This design comes from an exercise in tuning for small area, a short achievable clock period and few clock cycles on the open sky130 flow, not from production work.
Where RTL was checked, it was by simulation tests only, not by an equivalence proof against the original.

## v56
## PE
module PE (
	input clk,
	input rst,
	input PE_en,
	input [13-1:0] i_config,
	input [32-1:0] ifmap,
	input [32-1:0] filter,
	input [32-1:0] ipsum,
	input ifmap_valid,
	input filter_valid,
	input ipsum_valid,
	input opsum_ready,
	output reg [32-1:0] opsum,
	output reg ifmap_ready,
	output reg filter_ready,
	output reg ipsum_ready,
	output reg opsum_valid
);
For scale: roughly 4000 cells after synthesis, about 150 I/O pins.
Settings: LEC_CHECK=0, CAP_MARGIN=20, CORE_MARGIN=2, CORE_UTILIZATION=40, SLEW_MARGIN=20; clock period 12.0 ns.
standard.sh (not shown) runs the stock make flow with config.mk's settings and CLKGATE_MAP_FILE= SYNTH_SCRIPT=/design/flow/synth_recipe.tcl, a recipe that flattens the netlist after the stock synthesis.
==> flow/flow/run.sh <==
#!/bin/bash
# Layout flow: the standard synthesis, then a netlist pass (fapol.py) that
# re-polarises full adders to drop the inverters synthesis leaves between them,
# then the standard ORFS layout with repair_timing asked for extra setup margin.
set -euo pipefail
RES=$PWD/orfs/results/sky130hd/PE/base
LIB=$FLOW_HOME/platforms/sky130hd/lib/sky130_fd_sc_hd__tt_025C_1v80.lib
bash standard.sh synth > synth.log 2>&1
cp $RES/1_2_yosys.v $RES/1_2_yosys.orig.v
python3 flow/fapol.py $LIB $RES/1_2_yosys.orig.v $RES/1_2_yosys.v > fapol.log 2>&1
rm -f $RES/1_synth.odb
bash standard.sh SETUP_SLACK_MARGIN=7.5 TNS_END_PERCENT=100 finish > standard.log 2>&1
Other scripts of this flow, unchanged in this note and not shown: flow/flow/fapol.py
v56 reached the end of the flow, and the finished layout is clean on the timing, design-rule and antenna checks.
Testbench counts of v56, summed over its fixed seeds: cycles 9,840.
The inputs of v3 differ from those of v56 as listed below.
diff --git a/flow/flow/run.sh b/flow/flow/run.sh
--- a/flow/flow/run.sh
+++ b/flow/flow/run.sh
@@ -10,3 +10,3 @@
 python3 flow/fapol.py $LIB $RES/1_2_yosys.orig.v $RES/1_2_yosys.v > fapol.log 2>&1
 rm -f $RES/1_synth.odb
-bash standard.sh SETUP_SLACK_MARGIN=7.5 TNS_END_PERCENT=100 finish > standard.log 2>&1
+bash standard.sh SETUP_SLACK_MARGIN=8 TNS_END_PERCENT=100 finish > standard.log 2>&1
## What came out
Final cell utilization of the core was lower in v56 than in v3. The final critical-path share of the clock period reported for v3 is smaller than that of v56 by 3.5 points. [v3] first-pass GRT wire length rose 6.7 mm relative to v56.
### v3 -> v23
Settings: CAP_MARGIN changed from 20 to 5; SLEW_MARGIN changed from 20 to 5.
Notes after the runs:
[v23] total wirelength of the detailed-routed design rose about 0.8% relative to v3. Cmp v23 vs v3: clock skew lower in v23.
diff inputs: v23 => v7
Settings: changing CAP_MARGIN from 5 to 20; changing SLEW_MARGIN from 5 to 20.
diff --git a/flow/flow/run.sh b/flow/flow/run.sh
--- a/flow/flow/run.sh
+++ b/flow/flow/run.sh
@@ -10,3 +10,3 @@
 python3 flow/fapol.py $LIB $RES/1_2_yosys.orig.v $RES/1_2_yosys.v > fapol.log 2>&1
 rm -f $RES/1_synth.odb
-bash standard.sh SETUP_SLACK_MARGIN=8 TNS_END_PERCENT=100 finish > standard.log 2>&1
+bash standard.sh SETUP_SLACK_MARGIN=8.5 TNS_END_PERCENT=100 finish > standard.log 2>&1
==> comparison <==
- Diff v7 and v23: worst slew margin relative to its limit higher in v23
- The placed cell count of v7 and that of v23 are within noise of each other.
- No stage failed in v7, and the final checks on the layout all came back clean.
- v7: critical path depth is 1 higher than what v23 reported.
- Between v23 and v7, the flip-flop and latch area does not differ in any meaningful way.
- Compared with v23, v7 ends up with more cell area.

== rev 12 ==
PE, a different RTL version from the one above (not shown whole).
Size in the first run: roughly 54000 um2 of cells after synthesis.
==> flow/config.mk <==
export PLATFORM = sky130hd
export DESIGN_NAME = PE
export DESIGN_NICKNAME = PE
export VERILOG_FILES = /design/flow/design.v
export SDC_FILE = /design/flow/constraint.sdc
export NUM_CORES = 8
export LEC_CHECK = 0
export CAP_MARGIN = 20
export CORE_MARGIN = 2
export CORE_UTILIZATION = 40
export CTS_CLUSTER_DIAMETER = 80
export CTS_CLUSTER_SIZE = 30
export SLEW_MARGIN = 20
==> flow/constraint.sdc <==
create_clock -name core_clock -period 12.0 [get_ports {clk}]
set_input_delay 2.4000 -clock core_clock [delete_from_list [all_inputs] [get_ports {clk}]]
set_output_delay 2.4000 -clock core_clock [all_outputs]
set_load 0.01 [all_outputs]
==> flow/flow/run.sh <==
#!/bin/bash
# Layout flow: the standard synthesis, then a netlist pass (fapol.py) that
# re-polarises full adders to drop the inverters synthesis leaves between them,
# then the standard ORFS layout with repair_timing asked for extra setup margin.
set -euo pipefail
RES=$PWD/orfs/results/sky130hd/PE/base
LIB=$FLOW_HOME/platforms/sky130hd/lib/sky130_fd_sc_hd__tt_025C_1v80.lib
bash standard.sh synth > synth.log 2>&1
cp $RES/1_2_yosys.v $RES/1_2_yosys.orig.v
python3 flow/fapol.py $LIB $RES/1_2_yosys.orig.v $RES/1_2_yosys.v > fapol.log 2>&1
rm -f $RES/1_synth.odb
bash standard.sh SETUP_SLACK_MARGIN=8 TNS_END_PERCENT=100 'BUFFER_PORTS_ARGS=-buffer_cell sky130_fd_sc_hd__buf_2' finish > standard.log 2>&1
Other scripts of this flow, unchanged in this note and not shown: flow/flow/fapol.py
Testbench counts of rev 12, summed over its fixed seeds: cycles 9,840.
What rev 13 does differently from rev 12 at the input level:
- clearing CTS_CLUSTER_DIAMETER, which used to be 80
- clearing CTS_CLUSTER_SIZE, which used to be 30
Results
More vias were needed by rev 13 than by rev 12.
Rev 13 vs rev 12 — routed wire length rose about 1.2%.
Comparing rev 12 against rev 13, there is no change at all in post-detailed-placement cell area.
Summary — met2 wire length, rev 13 relative to rev 12: higher, by 0.92%.
On pin slew with the least headroom to its limit: between rev 13 and rev 12, it ends up lower for rev 13.

Another version of the RTL of PE (not shown whole).
For scale: roughly 3600 cells after synthesis, ~150 I/O pins.
// PE
module PE (
	input clk,
	input rst,
	input PE_en,
	input [13-1:0] i_config,
	input [32-1:0] ifmap,
	input [32-1:0] filter,
	input [32-1:0] ipsum,
	input ifmap_valid,
	input filter_valid,
	input ipsum_valid,
	input opsum_ready,
	output reg [32-1:0] opsum,
	output reg ifmap_ready,
	output reg filter_ready,
	output reg ipsum_ready,
	output reg opsum_valid
);
==> flow/config.mk <==
export PLATFORM = sky130hd
export DESIGN_NAME = PE
export DESIGN_NICKNAME = PE
export VERILOG_FILES = /design/flow/design.v
export SDC_FILE = /design/flow/constraint.sdc
export NUM_CORES = 8
export LEC_CHECK = 0
export CAP_MARGIN = 20
export CORE_MARGIN = 2
export CORE_UTILIZATION = 40
export CTS_CLUSTER_DIAMETER = 80
export CTS_CLUSTER_SIZE = 30
export PLACE_DENSITY = 0.75
export SLEW_MARGIN = 20
==> flow/constraint.sdc <==
create_clock -name core_clock -period 12.0 [get_ports {clk}]
set_input_delay 2.4000 -clock core_clock [delete_from_list [all_inputs] [get_ports {clk}]]
set_output_delay 2.4000 -clock core_clock [all_outputs]
set_load 0.01 [all_outputs]
==> flow/flow/run.sh <==
#!/bin/bash
# Layout flow: the standard synthesis, then a netlist pass (fapol.py) that
# re-polarises full adders to drop the inverters synthesis leaves between them,
# then the standard ORFS layout with repair_timing asked for extra setup margin.
set -euo pipefail
RES=$PWD/orfs/results/sky130hd/PE/base
LIB=$FLOW_HOME/platforms/sky130hd/lib/sky130_fd_sc_hd__tt_025C_1v80.lib
bash standard.sh synth > synth.log 2>&1
cp $RES/1_2_yosys.v $RES/1_2_yosys.orig.v
python3 flow/fapol.py $LIB $RES/1_2_yosys.orig.v $RES/1_2_yosys.v > fapol.log 2>&1
rm -f $RES/1_synth.odb
bash standard.sh SETUP_SLACK_MARGIN=8.4 TNS_END_PERCENT=100 'BUFFER_PORTS_ARGS=-buffer_cell sky130_fd_sc_hd__buf_2' finish > standard.log 2>&1
Other scripts of this flow, unchanged in this note and not shown: flow/flow/fapol.py
The baseline finished clean.
Testbench counts at the start, summed over its fixed seeds: cycles 10,032.
Change:
- PLACE_DENSITY: 0.75 -> unset
Result: Core utilization goes up by 0.17 points. Register-to-register slack improved by 0.02 ns.

PE, a different RTL version from the one above (not shown whole).
For scale: ~150 I/O pins, about 55000 um2 of cells after synthesis.
Settings: LEC_CHECK=0, CAP_MARGIN=20, CORE_MARGIN=2, CORE_UTILIZATION=40, SLEW_MARGIN=20; clock period 12.0 ns.
==> flow/flow/run.sh <==
#!/bin/bash
# Layout flow: the standard synthesis, then a netlist pass (fapol.py) that
# re-polarises full adders to drop the inverters synthesis leaves between them,
# then the standard ORFS layout with repair_timing asked for extra setup margin.
set -euo pipefail
RES=$PWD/orfs/results/sky130hd/PE/base
LIB=$FLOW_HOME/platforms/sky130hd/lib/sky130_fd_sc_hd__tt_025C_1v80.lib
bash standard.sh synth > synth.log 2>&1
cp $RES/1_2_yosys.v $RES/1_2_yosys.orig.v
python3 flow/fapol.py $LIB $RES/1_2_yosys.orig.v $RES/1_2_yosys.v > fapol.log 2>&1
rm -f $RES/1_synth.odb
bash standard.sh SETUP_SLACK_MARGIN=8 TNS_END_PERCENT=100 finish > standard.log 2>&1
Other scripts of this flow, unchanged in this note and not shown: flow/flow/fapol.py
The baseline passed the timing, design-rule and antenna checks.
Rerun with:
--- a/flow/flow/run.sh
+++ b/flow/flow/run.sh
@@ -11,2 +11,2 @@
 rm -f $RES/1_synth.odb
-bash standard.sh SETUP_SLACK_MARGIN=8 TNS_END_PERCENT=100 finish > standard.log 2>&1
+bash standard.sh SETUP_SLACK_MARGIN=7.8 TNS_END_PERCENT=100 finish > standard.log 2>&1
Effect: Via count went down by 2.4%. Setup slack gets worse by 0.26 ns. Final area went down by 2.6%. Die area stays the same. Clock-buffer cell count went down by 3. Non-clock buffer count went down by 94. Maximum frequency went down by 6.0%. Area after synthesis stays the same. Routed wire length went down by 2.5%. Global-route usage hardly moves.
No functional check of the RTL was part of any run of this note.

afterwards: timing with drivers on the ports:
No port has a modelled driver above. Below, the same layouts with a new extraction and two added sets of constraints.
Step 1 (the two cells are an assumption about what drives the block):
set clk [get_ports {clk}]
set_driving_cell -lib_cell sky130_fd_sc_hd__clkbuf_16 $clk
set_driving_cell -lib_cell sky130_fd_sc_hd__buf_2 [delete_from_list [all_inputs] $clk]
Step 2 moves the port delays by t, midway between the first and last clock arrival at a register: inputs arrive t later, outputs are due t later. That takes back most of the time a late clock gives input paths.
Slacks: ideal / step 1 / step 2; pairs: ideal / step 1.
run | t, ns | slack for setup (ns) | worst setup path after step 2 | cell pins on the clock port's net
v56 | 0.815 | 7.599 / 7.621 / 6.841 | input to register | 1
v3 | 0.816 | 8.015 / 8.015 / 7.277 | input to register | 1
v23 | 0.821 | 7.983 / 7.983 / 7.278 | input to register | 1
v7 | 0.812 | 8.037 / 8.037 / 7.742 | input to register | 1
rev 12 | 0.762 | 8.006 / 8.006 / 7.401 | input to register | 1
rev 13 | 0.801 | 8.017 / 8.017 / 7.377 | input to register | 1
the first run of note 3 | 0.738 | 8.293 / 8.267 / 7.790 | input to register | 1
the second run of note 3 | 0.773 | 8.316 / 8.241 / 7.775 | input to register | 1
the first run of note 4 | 0.796 | 7.982 / 7.982 / 7.287 | input to register | 1
the second run of note 4 | 0.795 | 7.725 / 7.725 / 7.168 | input to register | 1
After both steps every run listed still meets setup and hold. For v56, which loses most, drivers alone change the setup slack by +0.022 ns; drivers and shift together by -0.758 ns.
